What follows belongs to an exercise in optimizing a design on an open flow for a short achievable clock period and few clock cycles; a production flow would make more cautious choices. Only simulation tests tie the RTL to the original design; equivalence was not proved. Power figures rest on the tool's default switching activity, not on a simulated workload.

===== flow/config.mk =====
export PLATFORM = sky130hd
export DESIGN_NAME = zoom_coproc
export DESIGN_NICKNAME = zoom_coproc
export VERILOG_FILES = /design/flow/design.v
export SDC_FILE = /design/flow/constraint.sdc
export NUM_CORES = 4
export LEC_CHECK = 0
export CAP_MARGIN = 20
export CORE_MARGIN = 2
export CORE_UTILIZATION = 40
export SLEW_MARGIN = 20

===== flow/constraint.sdc =====
create_clock -name core_clock -period 6.0 [get_ports {clk}]
set_input_delay 1.2000 -clock core_clock [delete_from_list [all_inputs] [get_ports {clk}]]
set_output_delay 1.2000 -clock core_clock [all_outputs]
set_load 0.01 [all_outputs]

===== flow/design.v =====
module zoom_coproc(
    input             clk,
    input             rst,
    input      [2:0]  INSTRUCTION,
    input      [7:0]  DATA_IN,
    input      [16:0] MEM_ADDR,
    input             SEL_MEM,
    input             ENABLE,
    output reg [7:0]  DATA_OUT,
    output reg        FLAG_DONE,
    output reg        FLAG_ERROR,
    output            FLAG_ZOOM_MAX,
    output            FLAG_ZOOM_MIN,
    output     [16:0] mem1_rdaddr,
    input      [7:0]  mem1_q,
    output     [16:0] mem1_wraddr,
    output     [7:0]  mem1_wdata,
    output            mem1_wren,
    output     [16:0] mem2_wraddr,
    output     [7:0]  mem2_wdata,
    output            mem2_wren,
    output     [16:0] mem3_rdaddr,
    input      [7:0]  mem3_q,
    output     [16:0] mem3_wraddr,
    output     [7:0]  mem3_wdata,
    output            mem3_wren
);
    localparam REFRESH_SCREEN = 3'b000, LOAD = 3'b001, STORE = 3'b010, NHI_ALG = 3'b011;   
    localparam PR_ALG = 3'b100, BA_ALG = 3'b101, NH_ALG = 3'b110, RESET_INST = 3'b111;   
    localparam IDLE = 3'b00, READ_AND_WRITE = 3'b001, ALGORITHM = 3'b010, RESET = 3'b011, COPY_READ = 3'b100, COPY_WRITE = 3'b101, WAIT_WR_OR_RD = 3'b111;  
    reg [2:0] uc_state;
    reg [2:0] last_instruction;
    reg  enable_ff;
    wire enable_pulse;
    always @(posedge clk) enable_ff <= !ENABLE;
    assign enable_pulse = !ENABLE && !enable_ff;
    wire [16:0] addr_mem1, addr_mem3;
    reg [7:0]  data_in_mem1, data_in_mem2;
    reg        wren_mem1, wren_mem2;
    reg wren_mem3;
    wire [7:0] data_out_mem1 = mem1_q;
    wire [7:0] data_out_mem3 = mem3_q;
    reg [16:0] counter_address;
    reg [16:0] addr_wr_mem2;
    reg [16:0] addr_wr_mem1;
    reg [16:0] addr_for_read;
    reg [16:0] addr_for_write;
    reg [7:0] data_to_write;
    assign addr_mem1 = (uc_state != ALGORITHM && uc_state != WAIT_WR_OR_RD && uc_state != READ_AND_WRITE) ? counter_address: addr_for_read;  
    assign addr_mem3 = counter_address;
    assign mem1_rdaddr = addr_mem1;
    assign mem1_wraddr = addr_wr_mem1;
    assign mem1_wdata  = data_in_mem1;
    assign mem1_wren   = wren_mem1;
    assign mem2_wraddr = addr_wr_mem2;
    assign mem2_wdata  = data_in_mem2;
    assign mem2_wren   = wren_mem2;
    assign mem3_rdaddr = addr_mem3;
    assign mem3_wraddr = addr_for_write;
    assign mem3_wdata  = data_to_write;
    assign mem3_wren   = wren_mem3;
    reg [1:0] counter_rd_wr;
    reg [2:0] next_zoom;
    reg [2:0] current_zoom;
    reg has_alg_on_exec;
    reg [9:0] new_x, new_y;
    reg [9:0] old_x, old_y;
    reg [16:0] needed_steps, current_step;
    reg [3:0] op_step;
    reg [31:0] data_to_avg;
    wire [9:0] avg_sum = data_to_avg[7:0] + data_to_avg[15:8] + data_to_avg[23:16] + data_to_avg[31:24];
    assign FLAG_ZOOM_MAX = (current_zoom == 3'b111) ? 1'b1: 1'b0;
    assign FLAG_ZOOM_MIN = (current_zoom == 3'b001) ? 1'b1: 1'b0;
    always @(posedge clk) begin
      if (rst) begin
        uc_state         <= IDLE;
        last_instruction <= RESET_INST;
        has_alg_on_exec  <= 1'b0;
        FLAG_DONE        <= 1'b1;
        FLAG_ERROR       <= 1'b0;
        DATA_OUT         <= 8'd0;
        current_zoom     <= 3'b100;
        next_zoom        <= 3'b100;
        counter_address  <= 17'd0;
        addr_for_read    <= 17'd0;
        wren_mem1        <= 1'b0;
        wren_mem2        <= 1'b0;
        wren_mem3        <= 1'b0;
      end else begin
        case (uc_state) 
            IDLE: begin 
                has_alg_on_exec     <= 1'b0;
                FLAG_DONE           <= 1'b1;
                wren_mem1 <= 1'b0;
                wren_mem2 <= 1'b0;
                wren_mem3 <= 1'b0;
                if (enable_pulse) begin
                    FLAG_DONE <= 1'b0;  
                    counter_address <= 17'd0;
                    counter_rd_wr <= 2'b0;
                    if (INSTRUCTION == LOAD || INSTRUCTION == STORE) begin
                        uc_state         <= READ_AND_WRITE;
                        last_instruction <= INSTRUCTION;
                    end else if (INSTRUCTION >= NHI_ALG && INSTRUCTION <= NH_ALG) begin
                            case (INSTRUCTION)
                                NH_ALG:begin
                                    if (FLAG_ZOOM_MIN) begin
                                        FLAG_DONE <= 1'b1;
                                        uc_state <= IDLE;
                                    end else begin
                                        next_zoom <=  current_zoom - 1'b1;
                                        if (current_zoom == 3'b101) begin
                                            uc_state <= COPY_READ;
                                            last_instruction <= RESET_INST;
                                        end
                                        else if (current_zoom <= 3'b100) begin
                                            last_instruction <= NH_ALG;
                                            uc_state         <= ALGORITHM;
                                        end else if (next_zoom > 3'b100) begin
                                            last_instruction <= NHI_ALG;
                                            uc_state         <= ALGORITHM;
                                        end else begin
                                            FLAG_DONE <= 1'b1;
                                            uc_state <= IDLE;
                                        end
                                    end
                                end
                                NHI_ALG: begin
                                    if (FLAG_ZOOM_MAX) begin
                                        FLAG_DONE <= 1'b1;
                                        uc_state <= IDLE;
                                    end else begin
                                        next_zoom <= current_zoom + 1'b1;
                                        if (current_zoom == 3'b011) begin
                                            uc_state <= COPY_READ;
                                            last_instruction <= RESET_INST;
                                        end
                                        else if (current_zoom >= 3'b100) begin
                                            last_instruction <= NHI_ALG;
                                            uc_state         <= ALGORITHM;
                                        end else if (next_zoom < 3'b100) begin
                                            last_instruction <= NH_ALG;
                                            uc_state         <= ALGORITHM;
                                        end else begin
                                            FLAG_DONE <= 1'b1;
                                            uc_state <= IDLE;
                                        end
                                    end
                                end
                                BA_ALG:begin
                                    if (FLAG_ZOOM_MIN) begin
                                        FLAG_DONE <= 1'b1;
                                        uc_state <= IDLE;
                                    end else begin
                                        next_zoom <=  current_zoom - 1'b1;
                                        if (current_zoom == 3'b101) begin
                                            uc_state <= COPY_READ;
                                            last_instruction <= RESET_INST;
                                        end
                                        else if (current_zoom <= 3'b100) begin
                                            last_instruction <= BA_ALG;
                                            uc_state         <= ALGORITHM;
                                        end else if (current_zoom > 3'b100) begin
                                            last_instruction <= PR_ALG;
                                            uc_state         <= ALGORITHM;
                                        end else begin
                                            FLAG_DONE <= 1'b1;
                                            uc_state <= IDLE;
                                        end
                                    end
                                end
                                PR_ALG: begin
                                    if (FLAG_ZOOM_MAX) begin
                                        FLAG_DONE <= 1'b1;
                                        uc_state <= IDLE;
                                    end else begin
                                        next_zoom <=  current_zoom + 1'b1;
                                        if (current_zoom == 3'b011) begin
                                            uc_state <= COPY_READ;
                                            last_instruction <= RESET_INST;
                                        end
                                        else if (current_zoom >= 3'b100) begin
                                            last_instruction <= PR_ALG;
                                            uc_state         <= ALGORITHM;
                                        end else if (current_zoom < 3'b100) begin
                                            last_instruction <= BA_ALG;
                                            uc_state         <= ALGORITHM;
                                        end else begin
                                            FLAG_DONE <= 1'b1;
                                            uc_state <= IDLE;
                                        end
                                    end
                                end
                            endcase
                            counter_address <= 17'd0;
                            counter_rd_wr <= 2'b0;
                    end else if (INSTRUCTION == RESET_INST) begin
                        last_instruction <= 3'b111;
                        uc_state <= RESET;
                        counter_address <= 17'd0;
                        counter_rd_wr <= 2'b0;
                    end else if (INSTRUCTION == REFRESH_SCREEN) begin
                        last_instruction <= 3'b111;
                        uc_state <= COPY_READ;
                        counter_address <= 17'b0;
                        counter_rd_wr <= 2'b0;
                    end
                end
            end
            READ_AND_WRITE: begin
                if (MEM_ADDR > 17'd76799) begin
                    FLAG_ERROR <= 1'b1;
                end
                FLAG_DONE <= 1'b0;
                if (last_instruction == STORE) begin
                    addr_wr_mem1 <= MEM_ADDR;
                    data_in_mem1 <= DATA_IN;
                    wren_mem1 <= 1'b1;
                    uc_state <= WAIT_WR_OR_RD;
                    counter_rd_wr <= 2'b00;
                end else begin
                    if (SEL_MEM) begin
                        counter_address <= MEM_ADDR;
                        wren_mem3 <= 1'b0;
                    end else begin
                        addr_for_read <= MEM_ADDR;
                        wren_mem1 <= 1'b0;
                    end
                    counter_rd_wr <= 2'b0;
                    uc_state <= WAIT_WR_OR_RD;
                end
            end
            ALGORITHM: begin
                wren_mem1 <= 1'b0;
                FLAG_DONE <= 1'b0;
                case (last_instruction)
                    PR_ALG: begin
                        if (!has_alg_on_exec) begin
                            current_step <= 19'd0;
                            has_alg_on_exec <= 1'b1;
                            needed_steps <= 19'd19199;
                            op_step <= 3'b0;
                            new_x <= 10'b0;
                            new_y <= 10'b0;
                            if (next_zoom == 3'b101) begin
                                old_x <= 10'd80;
                                old_y <= 10'd60;
                            end else if (next_zoom == 3'b110) begin
                                old_x <= 10'd120;
                                old_y <= 10'd90;
                            end else if (next_zoom == 3'b111) begin
                                old_x <= 10'd140;
                                old_y <= 10'd105;
                            end else begin
                                old_x <= 10'd0;
                                old_y <= 10'd0;
                            end
                        end else begin
                            if (current_step >= needed_steps) begin
                                counter_address <= 17'd0;
                                counter_rd_wr <= 2'b0;
                                has_alg_on_exec <= 1'b0;
                                wren_mem3 <= 1'b0;
                                uc_state <= COPY_READ;
                            end else begin
                                if (op_step == 3'b000) begin
                                    addr_for_read <= old_x + (old_y*10'd320);
                                    counter_rd_wr <= 2'b0;
                                    op_step <= 3'b001;
                                    wren_mem3 <= 1'b0;
                                    uc_state <= WAIT_WR_OR_RD;
                                end else if (op_step == 3'b001) begin
                                    data_to_write <= data_out_mem1;
                                    counter_rd_wr <= 2'b0;
                                    addr_for_write <= new_x + (new_y*10'd320);
                                    wren_mem3 <= 1'b1;
                                    op_step <= 3'b010;
                                    uc_state <= WAIT_WR_OR_RD;
                                    new_x <= new_x + 1'b1;
                                end else if (op_step == 3'b010) begin
                                    data_to_write <= data_out_mem1;
                                    counter_rd_wr <= 2'b0;
                                    addr_for_write <= new_x + (new_y*10'd320);
                                    wren_mem3 <= 1'b1;
                                    op_step <= 3'b011;
                                    uc_state <= WAIT_WR_OR_RD;
                                    new_x <= new_x - 1'b1;
                                    new_y <= new_y + 1'b1;
                                end else if (op_step == 3'b011) begin
                                    data_to_write <= data_out_mem1;
                                    counter_rd_wr <= 2'b0;
                                    addr_for_write <= new_x + (new_y*10'd320);
                                    wren_mem3 <= 1'b1;
                                    op_step <= 3'b100;
                                    uc_state <= WAIT_WR_OR_RD;
                                    new_x <= new_x + 1'b1;
                                end else if (op_step == 3'b100) begin
                                    data_to_write <= data_out_mem1;
                                    counter_rd_wr <= 2'b0;
                                    addr_for_write <= new_x + (new_y*10'd320);
                                    wren_mem3 <= 1'b1;
                                    op_step <= 3'b000;
                                    uc_state <= WAIT_WR_OR_RD;
                                    if (new_x >= 10'd319) begin
                                        new_x <= 10'd0;
                                        new_y <= new_y + 1'b1;
                                        if (next_zoom == 3'b101) begin
                                            old_x <= 10'd80;
                                            old_y <= (new_y >> 2'b1) + 10'd60;
                                        end else if (next_zoom == 3'b110) begin
                                            old_x <= 10'd120;
                                            old_y <= (new_y >> 2'd2) + 10'd90;
                                        end else  if (next_zoom == 3'b111) begin
                                            old_x <= 10'd140;
                                            old_y <= (new_y>>2'd3) + 10'd105;
                                        end else begin
                                            old_x <= new_x;
                                            old_y <= new_y;
                                        end
                                    end else begin
                                        new_x <= new_x + 1'b1;
                                        new_y <= new_y - 1'b1;
                                        if (next_zoom == 3'b101) begin
                                            old_x <= (new_x >> 1'b1) + 10'd80;
                                        end else if(next_zoom == 3'b110) begin
                                            old_x <= (new_x >> 2'd2) + 10'd120;
                                        end else if (next_zoom == 3'b111) begin
                                            old_x <= (new_x >> 2'd3) + 10'd140;
                                        end else begin
                                            old_x <= new_x;
                                        end
                                        current_step <= current_step + 1;
                                    end
                                end
                            end
                        end
                    end
                    NHI_ALG: begin
                        if (!has_alg_on_exec) begin
                            has_alg_on_exec <= 1'b1;
                            current_step <= 19'd0;
                            needed_steps <= 19'd76799;
                            op_step <= 3'b0;
                            new_x <= 10'b0;
                            new_y <= 10'b0;
                            if (next_zoom == 3'b101) begin
                                old_x <= 10'd80;
                                old_y <= 10'd60;
                            end else if (next_zoom == 3'b110) begin
                                old_x <= 10'd120;
                                old_y <= 10'd90;
                            end else if (next_zoom == 3'b111) begin
                                old_x <= 10'd140;
                                old_y <= 10'd105;
                            end else begin
                                old_x <= 10'd0;
                                old_y <= 10'd0;
                            end
                        end else begin
                            if (current_step >= needed_steps) begin
                                counter_address <= 17'd0;
                                counter_rd_wr <= 2'b0;
                                has_alg_on_exec <= 1'b0;
                                wren_mem3 <= 1'b0;
                                uc_state <= COPY_READ;
                            end else begin
                                if (op_step == 3'b000) begin
                                    addr_for_read <= old_x + (old_y*10'd320);
                                    counter_rd_wr <= 2'b0;
                                    op_step <= 3'b001;
                                    wren_mem3 <= 1'b0;
                                    uc_state <= WAIT_WR_OR_RD;
                                end else if (op_step == 3'b001) begin
                                    current_step <= current_step + 1'b1;
                                    data_to_write <= data_out_mem1;
                                    counter_rd_wr <= 2'b0;
                                    addr_for_write <= new_x + (new_y*10'd320);
                                    wren_mem3 <= 1'b1;
                                    op_step <= 3'b000;
                                    uc_state <= WAIT_WR_OR_RD;
                                    if (new_x >= 10'd319) begin
                                        new_x <= 10'd0;
                                        new_y <= new_y + 1'b1;
                                        if (next_zoom == 3'b101) begin
                                            old_x <= 10'd80;
                                            old_y <= (new_y>>1'b1) + 10'd60;
                                        end else if (next_zoom == 3'b110) begin
                                            old_x <= 10'd120;
                                            old_y <= (new_y>>2'd2) + 10'd90;
                                        end else if (next_zoom == 3'b111) begin
                                            old_x <= 10'd140;
                                            old_y <= (new_y>>2'd3) + 10'd105;
                                        end else begin
                                            old_x <= new_x;
                                            old_y <= new_y;
                                        end
                                    end else begin
                                        new_x <= new_x + 1'b1;
                                        if (next_zoom == 3'b101) begin
                                            old_x <= (new_x>>1'b1) + 10'd80;
                                        end else if (next_zoom == 3'b110) begin
                                            old_x <= (new_x>>2'd2) + 10'd120;
                                        end else if (next_zoom == 3'b111) begin
                                            old_x <= (new_x>>2'd3) + 10'd140;
                                        end else begin
                                            old_x <= new_x;
                                        end
                                    end
                                end
                            end
                        end
                    end
                    BA_ALG: begin
                        if (!has_alg_on_exec) begin
                            has_alg_on_exec <= 1'b1;
                            current_step <= 19'd0;
                            needed_steps <= 19'd76799;
                            op_step <= 3'b0;
                            new_x <= 10'b0;
                            new_y <= 10'b0;
                            old_x <= 10'd0;
                            old_y <= 10'd0;
                        end else begin
                            if (current_step >= needed_steps) begin
                                counter_address <= 17'd0;
                                counter_rd_wr <= 2'b0;
                                has_alg_on_exec <= 1'b0;
                                wren_mem3 <= 1'b0;
                                uc_state <= COPY_READ;
                            end else begin
                                if ((((new_x < 10'd80 || new_x > 10'd239 ) || (new_y < 10'd60 ||  new_y > 10'd179)) && next_zoom == 3'b011) || (((new_x < 10'd120 || new_x > 10'd199 ) || (new_y < 10'd90 ||  new_y > 10'd149)) && next_zoom == 3'b010) || (((new_x < 10'd140 || new_x > 10'd179 ) || (new_y < 10'd105 ||  new_y > 10'd134)) && next_zoom == 3'b001)) begin
                                    current_step <= current_step + 1'b1;
                                    data_to_write <= 8'b0;
                                    counter_rd_wr <= 2'b0;
                                    wren_mem3 <= 1'b1;
                                    addr_for_write <= new_x + (new_y*10'd320);
                                    op_step <= 3'b000;
                                    if(new_x >= 10'd319) begin
                                        new_x <= 10'd0;
                                        new_y <= new_y + 1'b1;
                                    end else begin
                                        new_x <= new_x + 1'b1;
                                    end
                                    uc_state <= WAIT_WR_OR_RD;
                                end else begin
                                    if (op_step == 3'b000) begin
                                        addr_for_read <= old_x + (old_y*10'd320);
                                        counter_rd_wr <= 2'b0;
                                        wren_mem3 <= 1'b0;
                                        uc_state <= WAIT_WR_OR_RD;
                                        if (next_zoom == 3'b011) begin
                                            old_x <= old_x + 1'b1;
                                        end else if (next_zoom == 3'b010) begin
                                            old_x <= old_x + 2'd2;
                                        end else if (next_zoom == 3'b001) begin
                                            old_x <= old_x + 3'd4;
                                        end
                                        op_step <= 3'b001;
                                    end else if (op_step == 3'b001) begin
                                        data_to_avg[7:0] <= data_out_mem1;
                                        addr_for_read <= old_x + (old_y*10'd320);
                                        counter_rd_wr <= 2'b0;
                                        wren_mem3 <= 1'b0;
                                        uc_state <= WAIT_WR_OR_RD;
                                        if (next_zoom == 3'b011) begin
                                            old_x <= old_x - 1'b1;
                                            old_y <= old_y + 1'b1;
                                        end else if (next_zoom == 3'b010) begin
                                            old_x <= old_x - 2'd2;
                                            old_y <= old_y + 2'd2;
                                        end else if (next_zoom == 3'b001) begin
                                            old_x <= old_x - 3'd4;
                                            old_y <= old_y + 3'd4;
                                        end
                                        op_step <= 3'b010;
                                    end else if (op_step == 3'b010) begin
                                        data_to_avg[15:8] <= data_out_mem1;
                                        addr_for_read <= old_x + (old_y*10'd320);
                                        counter_rd_wr <= 2'b0;
                                        wren_mem3 <= 1'b0;
                                        uc_state <=WAIT_WR_OR_RD;
                                        if (next_zoom == 3'b011) begin
                                            old_x <= old_x + 1'b1;
                                        end else if (next_zoom == 3'b010) begin
                                            old_x <= old_x + 2'd2;
                                        end else if (next_zoom == 3'b001) begin
                                            old_x <= old_x + 3'd4;
                                        end
                                        op_step <= 3'b011;
                                    end else if (op_step == 3'b011) begin
                                        data_to_avg[23:16] <= data_out_mem1;
                                        addr_for_read <= old_x + (old_y*10'd320);
                                        counter_rd_wr <= 2'b0;
                                        wren_mem3 <= 1'b0;
                                        uc_state <= WAIT_WR_OR_RD;
                                        if (((old_x >= 10'd319) && (next_zoom == 3'b011)) || ((old_x >= 10'd318) && (next_zoom == 3'b010)) || ((old_x >= 10'd316) && (next_zoom == 3'b001))) begin
                                            old_x <= 10'd0;
                                            if (next_zoom == 3'b011) begin
                                                old_y <= old_y + 1'b1;
                                            end else if (next_zoom == 3'b010) begin
                                                old_y <= old_y + 2'd2;
                                            end else if (next_zoom == 3'b001) begin
                                                old_y <= old_y + 3'd4;
                                            end
                                        end else begin
                                            if (next_zoom == 3'b011) begin
                                                old_y <= old_y - 1'b1;
                                                old_x <= old_x + 1'b1;
                                            end else if (next_zoom == 3'b010) begin
                                                old_y <= old_y - 2'd2;
                                                old_x <= old_x + 2'd2;
                                            end else if (next_zoom == 3'b001) begin
                                                old_y <= old_y - 3'd4;
                                                old_x <= old_x + 3'd4;
                                            end
                                        end
                                        op_step <= 3'b100;
                                    end else if (op_step == 3'b100) begin
                                        data_to_avg[31:24] <= data_out_mem1;
                                        uc_state <= ALGORITHM;
                                        op_step <= 3'b101;
                                    end else if (op_step == 3'b101) begin
                                        current_step <= current_step + 1'b1;
                                        data_to_write <= avg_sum[9:2];  
                                        addr_for_write <= new_x + (new_y*10'd320);
                                        counter_rd_wr <= 2'b0;
                                        wren_mem3 <= 1'b1;
                                        op_step <= 3'b000;
                                        if (new_x >= 10'd319) begin
                                            new_x <= 10'd0;
                                            new_y <= new_y + 1'b1;
                                        end else begin
                                            new_x <= new_x + 1'b1;
                                        end
                                        uc_state <= WAIT_WR_OR_RD;
                                    end
                                end
                            end
                        end
                    end
                    NH_ALG: begin
                        if (!has_alg_on_exec) begin
                            has_alg_on_exec <= 1'b1;
                            current_step <= 19'd0;
                            needed_steps <= 19'd76799;
                            op_step <= 3'b0;
                            new_x <= 10'b0;
                            new_y <= 10'b0;
                            old_x <= 10'd0;
                            old_y <= 10'd0;
                        end else begin
                            if (current_step >= needed_steps) begin
                                counter_address <= 17'd0;
                                counter_rd_wr <= 2'b0;
                                has_alg_on_exec <= 1'b0;
                                wren_mem3 <= 1'b0;
                                uc_state <= COPY_READ;
                            end else begin
                                if ((((new_x < 10'd80 || new_x > 10'd239 ) || (new_y < 10'd60 ||  new_y > 10'd179)) && next_zoom == 3'b011) || (((new_x < 10'd120 || new_x > 10'd199 ) || (new_y < 10'd90 ||  new_y > 10'd149)) && next_zoom == 3'b010) || (((new_x < 10'd140 || new_x > 10'd179 ) || (new_y < 10'd105 ||  new_y > 10'd134)) && next_zoom == 3'b001)) begin
                                    current_step <= current_step + 1'b1;
                                    data_to_write <= 8'b0;
                                    counter_rd_wr <= 2'b0;
                                    wren_mem3 <= 1'b1;
                                    addr_for_write <= new_x + (new_y*10'd320);
                                    op_step <= 3'b000;
                                    if(new_x >= 10'd319) begin
                                        new_x <= 10'd0;
                                        new_y <= new_y + 1'b1;
                                    end else begin
                                        new_x <= new_x + 1'b1;
                                    end
                                    uc_state <= WAIT_WR_OR_RD;
                                end else begin
                                    if (op_step == 3'b000) begin
                                        if (next_zoom == 3'b011) begin
                                            addr_for_read <= (old_x<<1) + ((old_y<<1)*10'd320);
                                        end else if (next_zoom == 3'b010) begin
                                            addr_for_read <= (old_x<<2) + ((old_y<<2)*10'd320);
                                        end else if (next_zoom == 3'b001) begin
                                            addr_for_read <= (old_x<<3) + ((old_y<<3)*10'd320);
                                        end
                                        counter_rd_wr <= 2'b0;
                                        wren_mem3 <= 1'b0;
                                        uc_state <= WAIT_WR_OR_RD;
                                        if (next_zoom == 3'b011) begin
                                            if (old_x >= 10'd159) begin
                                                old_x <= 10'd0;
                                                old_y <= old_y + 2'd1;
                                            end else begin
                                                old_x <= old_x + 2'd1;
                                            end
                                        end else if (next_zoom == 3'b010) begin
                                            if (old_x >= 10'd79) begin
                                                old_x <= 10'd0;
                                                old_y <= old_y + 2'd1;
                                            end else begin
                                                old_x <= old_x + 2'd1;
                                            end
                                        end else if (next_zoom == 3'b001) begin
                                            if (old_x >= 10'd39) begin
                                                old_x <= 10'd0;
                                                old_y <= old_y + 2'd1;
                                            end else begin
                                                old_x <= old_x + 2'd1;
                                            end
                                        end else begin
                                            old_x <= new_x;
                                            old_y <= new_y;
                                        end
                                        op_step <= 3'b001;
                                    end else if (op_step == 3'b001) begin
                                        current_step <= current_step + 1'b1;
                                        data_to_write <= data_out_mem1;
                                        counter_rd_wr <= 2'b0;
                                        addr_for_write <= new_x + (new_y*10'd320);
                                        wren_mem3 <= 1'b1;
                                        op_step <= 3'b000;
                                        uc_state <= WAIT_WR_OR_RD;
                                        if (new_x >= 10'd319) begin
                                            new_x <= 10'd0;
                                            new_y <= new_y + 1'b1;
                                        end else begin
                                            new_x <= new_x + 1'b1;
                                        end
                                    end
                                end
                            end
                        end
                    end
                endcase
            end
            RESET: begin
                FLAG_DONE <= 1'b0;
                next_zoom <= 3'b100;
                FLAG_ERROR <= 1'b0;
                last_instruction <= RESET_INST;
                counter_address <= 17'd0;
                counter_rd_wr <= 2'b0;
                uc_state       <= COPY_READ;
            end
            COPY_READ: begin
                if(counter_rd_wr == 2'b10) begin
                    wren_mem2 <= 1'b0;  
                    counter_rd_wr <= 2'b00;
                    uc_state <= COPY_WRITE;
                end else begin
                    counter_rd_wr <= counter_rd_wr + 1;
                end
            end
            COPY_WRITE: begin
                if (last_instruction == RESET_INST || last_instruction == STORE) begin
                    data_in_mem2 <= data_out_mem1;
                end else begin
                    data_in_mem2 <= data_out_mem3;
                end
                addr_wr_mem2 <= counter_address;  
                wren_mem2    <= 1'b1;              
                if (counter_rd_wr == 2'b10) begin
                    counter_rd_wr <= 2'b00;
                    if (counter_address == 17'd76799) begin  
                        current_zoom <= next_zoom;
                        FLAG_DONE <= 1'b1;
                        uc_state <= IDLE;  
                    end else begin
                        counter_address <= counter_address + 1'b1;  
                        uc_state <= COPY_READ;  
                    end
                end else begin
                    counter_rd_wr <= counter_rd_wr + 1;
                end
            end
            WAIT_WR_OR_RD: begin
                if (counter_rd_wr == 2'b10) begin
                    counter_rd_wr <= 2'b00;
                    if (last_instruction == LOAD) begin
                        uc_state <= IDLE;
                        if (SEL_MEM) begin
                            DATA_OUT <= data_out_mem3;
                        end else begin
                            DATA_OUT <= data_out_mem1;
                        end
                        FLAG_DONE <= 1'b1;
                    end else if (last_instruction == STORE) begin
                        uc_state <= IDLE;
                        wren_mem1 <= 1'b0;
                        counter_rd_wr <= 2'b0;
                        counter_address <= 17'd0;
                    end else begin
                        wren_mem3 <= 1'b0;
                        uc_state <= ALGORITHM;
                    end
                end else begin
                    counter_rd_wr <= counter_rd_wr + 1;
                end
            end
            default: uc_state <= IDLE;
        endcase
      end
    end
endmodule

===== flow/run.sh =====
#!/bin/bash
# synth_recipe.tcl (not shown) runs the flow's synth.tcl, then flattens the netlist and writes it again
# the make line also repeats each setting of config.mk as NAME=value (left out here)
make -C /OpenROAD-flow-scripts/flow DESIGN_CONFIG=/design/flow/config.mk WORK_HOME=/design/flow/orfs CLKGATE_MAP_FILE= SYNTH_SCRIPT=/design/flow/synth_recipe.tcl finish

==> summary.txt <==
[report_power, final]
group | internal [mW] | switching (mW)
Sequential | 1.79 | 0.103
Combinational | 0.363 | 0.558
Clock | 1.01 | 0.730
[final cells by class]
cell class | count | area, µm² | area share [%]
clock buffers | 31 | 733.2 | 3.349
flip-flops and latches | 233 | 6387 | 29.17
repair buffers | 209 | 1996 | 9.115
well taps | 607 | 759.5 | 3.469
multi-input cells | 1758 | 11570 | 52.87
inverters | 66 | 247.7 | 1.132
clock inverters | 22 | 195.2 | 0.8915
[placed cells by master (no fill, tap or decap), drive strengths merged, types with 13 or more instances in the layout]
master         netlist  layout
o211ai              38      38
clkdlybuf4s50        0     170
nand4               19      19
edfxtp             172     172
nand2              221     221
nor3                62      62
a22oi               27      27
o31ai               16      16
a31oi               21      21
buf                 46      39
o221ai              17      17
a21o                13      13
nand2b              31      31
and3                16      16
o22ai               27      27
o21a                14      14
inv                 62      62
mux2i               29      29
nor2               232     232
fa                  20      20
nor2b               24      24
mux2                26      26
dfxtp               61      61
a32oi               13      13
a21oi              179     179
and2                14      14
xnor2               78      78
a211oi              42      42
nand3               77      77
clkinv               4      20
o21ai              165     165
clkbuf             119      31
xor2                40      40
ha                  92      92
a221oi              20      20
[worst paths after layout]
check	start	endpoint	slack [ns]	cells after the start
worst max register to register	new_y[3]	data_to_avg[1]	1.50	9
worst max-delay path	new_y[3]	data_to_avg[1]	1.50	9
worst min-delay path	addr_for_read[1]	addr_for_read[1]	0.45	2
worst min register to register	addr_for_read[1]	addr_for_read[1]	0.45	2
[stage by stage]
| step | power (mW) | cell area (µm²) | hold WS [ns] |
|---|---|---|---|
| detailed placement | 2.822 | 20960 | 0.4468 |
| finish | 4.550 | 21890 | 0.4547 |
| CTS | 4.563 | 21880 | 0.4546 |
| floorplan | 2.482 | 18860 | 0.4285 |
| global placement | 2.813 | 20940 | 0.4381 |
| global route | 4.722 | 21890 | 0.4792 |
[registers in the layout, summed over array words and instances, names as in the netlist, 2 cells and up]
register and count:
data_to_avg 32, addr_for_read 17, addr_for_write 17, addr_wr_mem1 17, addr_wr_mem2 17, counter_address 17
current_step 17, new_x 10, new_y 10, old_x 10, old_y 10, DATA_OUT 8
data_in_mem1 8, data_in_mem2 8, data_to_write 8, op_step 4, current_zoom 3, last_instruction 3
next_zoom 3, uc_state 3, counter_rd_wr 2, needed_steps 2
[worst register-to-register path, cell delays in order, from the launching register on]
cell,delay [ns]
edfxtp_1,0.72
inv_1,0.25
ha_1,0.28
nand4b_1,0.11
a211oi_1,0.28
a311oi_1,0.09
or3_1,0.60
nor2_2,0.48
nand2_1,0.40
nor4_2,0.90
[Yosys cell counts (all sizes together), types with 10 or more instances]
cell type,instances
a21oi,179
mux2i,29
fa,20
nand3,77
clkbuf,119
nor3,62
a221oi,20
nand4,19
inv,62
o221ai,17
dfxtp,61
nand2b,31
o31ai,16
and3,16
a221o,12
edfxtp,172
ha,92
nand2,221
buf,46
and2,14
a21o,13
nor2,232
o211ai,38
nor2b,24
o21ai,165
a211o,10
a211oi,42
a22oi,27
o22ai,27
xnor2,78
o21a,14
a32oi,13
mux2,26
a31oi,21
xor2,40
or3,11
[per-layer routing]
layer,global-route usage [%],routed length (µm)
met4,7.707,1893
met2,40.28,29390
met5,0,0
met1,35.37,28000
met3,3.506,5474
[kinds of logic (layout without fill, tap and decap cells)]
group	after synthesis	count (layout)	share of synthesized area, %
AOI/OAI and AO/OA	715	715	25.43
buffers and inverters	231	328	5.047
and+or+nand+nor	757	757	18.76
muxes	55	55	3.091
DFF	233	233	33.85
adders and majority gates	112	112	8.224
xor gates and xnor gates	119	119	5.598
==> flow_metrics.tcl <==
set metrics [dict create \
    status "complete, no violations" \
    postCtsResizedCells 0 \
    ys_seq_elements 233 \
    nFillCells 4452 \
    critical_path.cell_chain "inv_1, ha_1, nand4b_1, a211oi_1, a311oi_1, or3_1, nor2_2, nand2_1, nor4_2" \
    diodes 0 \
    synth_top_cell_by_area "edfxtp_1" \
    clock_path_buffers 3 \
    io_buffers 171 \
    path_clk_slew_ns 0.06 \
    drtAntennaViolNets 0 \
    cpPeakStageDelay_ns 0.90 \
    cts_tree "built" \
    async_reset_ff_share_pct 0 \
    tightest_slew_ns 1.087 \
    yosysWarnings 1 \
    syn_to_final_growth_pct 16.06 \
    cts_buffers 29 \
    ys.flop_type "edfxtp_1" \
    syn_area_um2 18860 \
    cts_setup_buffers 0 \
    ys_seq_area_share_pct 33.85 \
    worstPathArrival_ns 4.67 \
    clk_latency_ns 0.58 \
    worstSetupStartpointType "flip-flop" \
    cp_max_fo 24 \
    place.gp.congestion 0.9859 \
    worstSetupPathType "flip-flop to flip-flop" \
    die_w_um 221.2 \
    end_kind "flip-flop" \
    dr.pass1.iters 7 \
    peakVddDrop_mv 0.2046 \
    slew_viol_final 0 \
    grt_usage_pct 25.22 \
    fmax_mhz 222.0 \
    cts-root-buf "clkbuf_16" \
    setup_viol_count_final 0 \
    finClkSkew_ns 0.03386 \
    avgViaCountPerCell 6.261 \
    htree_levels 1 \
    path_delay_family "simple AND/OR/NAND/NOR gates" \
    ios 172 \
    hpwl_um 46910 \
    rsz0062_at_grt "false" \
    vias 18320 \
    syn_nets 2382 \
    crit_slowest_cell "nor4_2" \
    hold_class "flip-flop to flip-flop" \
    synthDominantCellAreaShare_pct 27.38 \
    routed_wirelength_um 64760 \
    pre_cts_ws_ns 1.519 \
    start_util_pct 40.52 \
    setup_slack_ns 1.496 \
    antenna_found_initial 1 \
    drc_errors 0 \
    period_needed_ns 4.504 \
    layout.nets 2457 \
    cts.sinks 233 \
    post-route-util_pct 47.03 \
    drive_gt1_share_pct 6.943 \
    p_leak_nw 7.603 \
    grt_max_degree 66 \
    max-slew-margin-rel_pct 27.05 \
    grt_pass1_wl_um 100400 \
    fin_crit_sh_pct 75.06 \
    coreArea_um2 46560 \
    dieHeight_um 221.2 \
    overflow 0 \
    wl_per_cell_um 22.13 \
    yosys-top-cells-area "edfxtp_1, dfxtp_1, ha_1" \
    hold_buffers 0 \
    setup_tns_ns 0 \
    die-area_um2 48910 \
    drv_cap 0 \
    critPathRequiredTime_ns 6.17 \
    synth-edff-count 172 \
    rows 79 \
    powerDensity_nw_per_um2 207.8 \
    drtIter0Drc 2209 \
    hold_viol 0 \
    avgSynthCellArea_um2 8.490 \
    stdcell_count 2926 \
    crit_buf_inv 1 \
    placed_cells 2873 \
    ys_types 96 \
    syn-instance-count 2222 \
    grt_pass1_vias 17341 \
]
Testbench counts, summed over its fixed seeds: cycles 55,036,728.

[port drivers added, routing unchanged]
Ports are ideal in the flow. The routed layout listed here was re-timed in OpenROAD. Step 1 assumes that a clkbuf_16 drives the clock port and a buf_2 every other input. Step 2 adds t to the input delays and takes it off the output delays; t is the mean of the earliest and latest rising clock arrival at the registers after step 1. Input paths then give back, and output paths get back, about the clock's delay inside the block. a / b / c = ideal / step 1 / step 2; a / b = the first two.
t, ns: 0.619
setup slack, ns: 1.496 / 1.496 / 1.496
slew at the worst register clock pin (ns): 0.07 / 0.07
After both steps setup and hold are still met in this run. For this run, drivers alone change the setup slack by 0.000 ns; drivers and shift together by 0.000 ns.
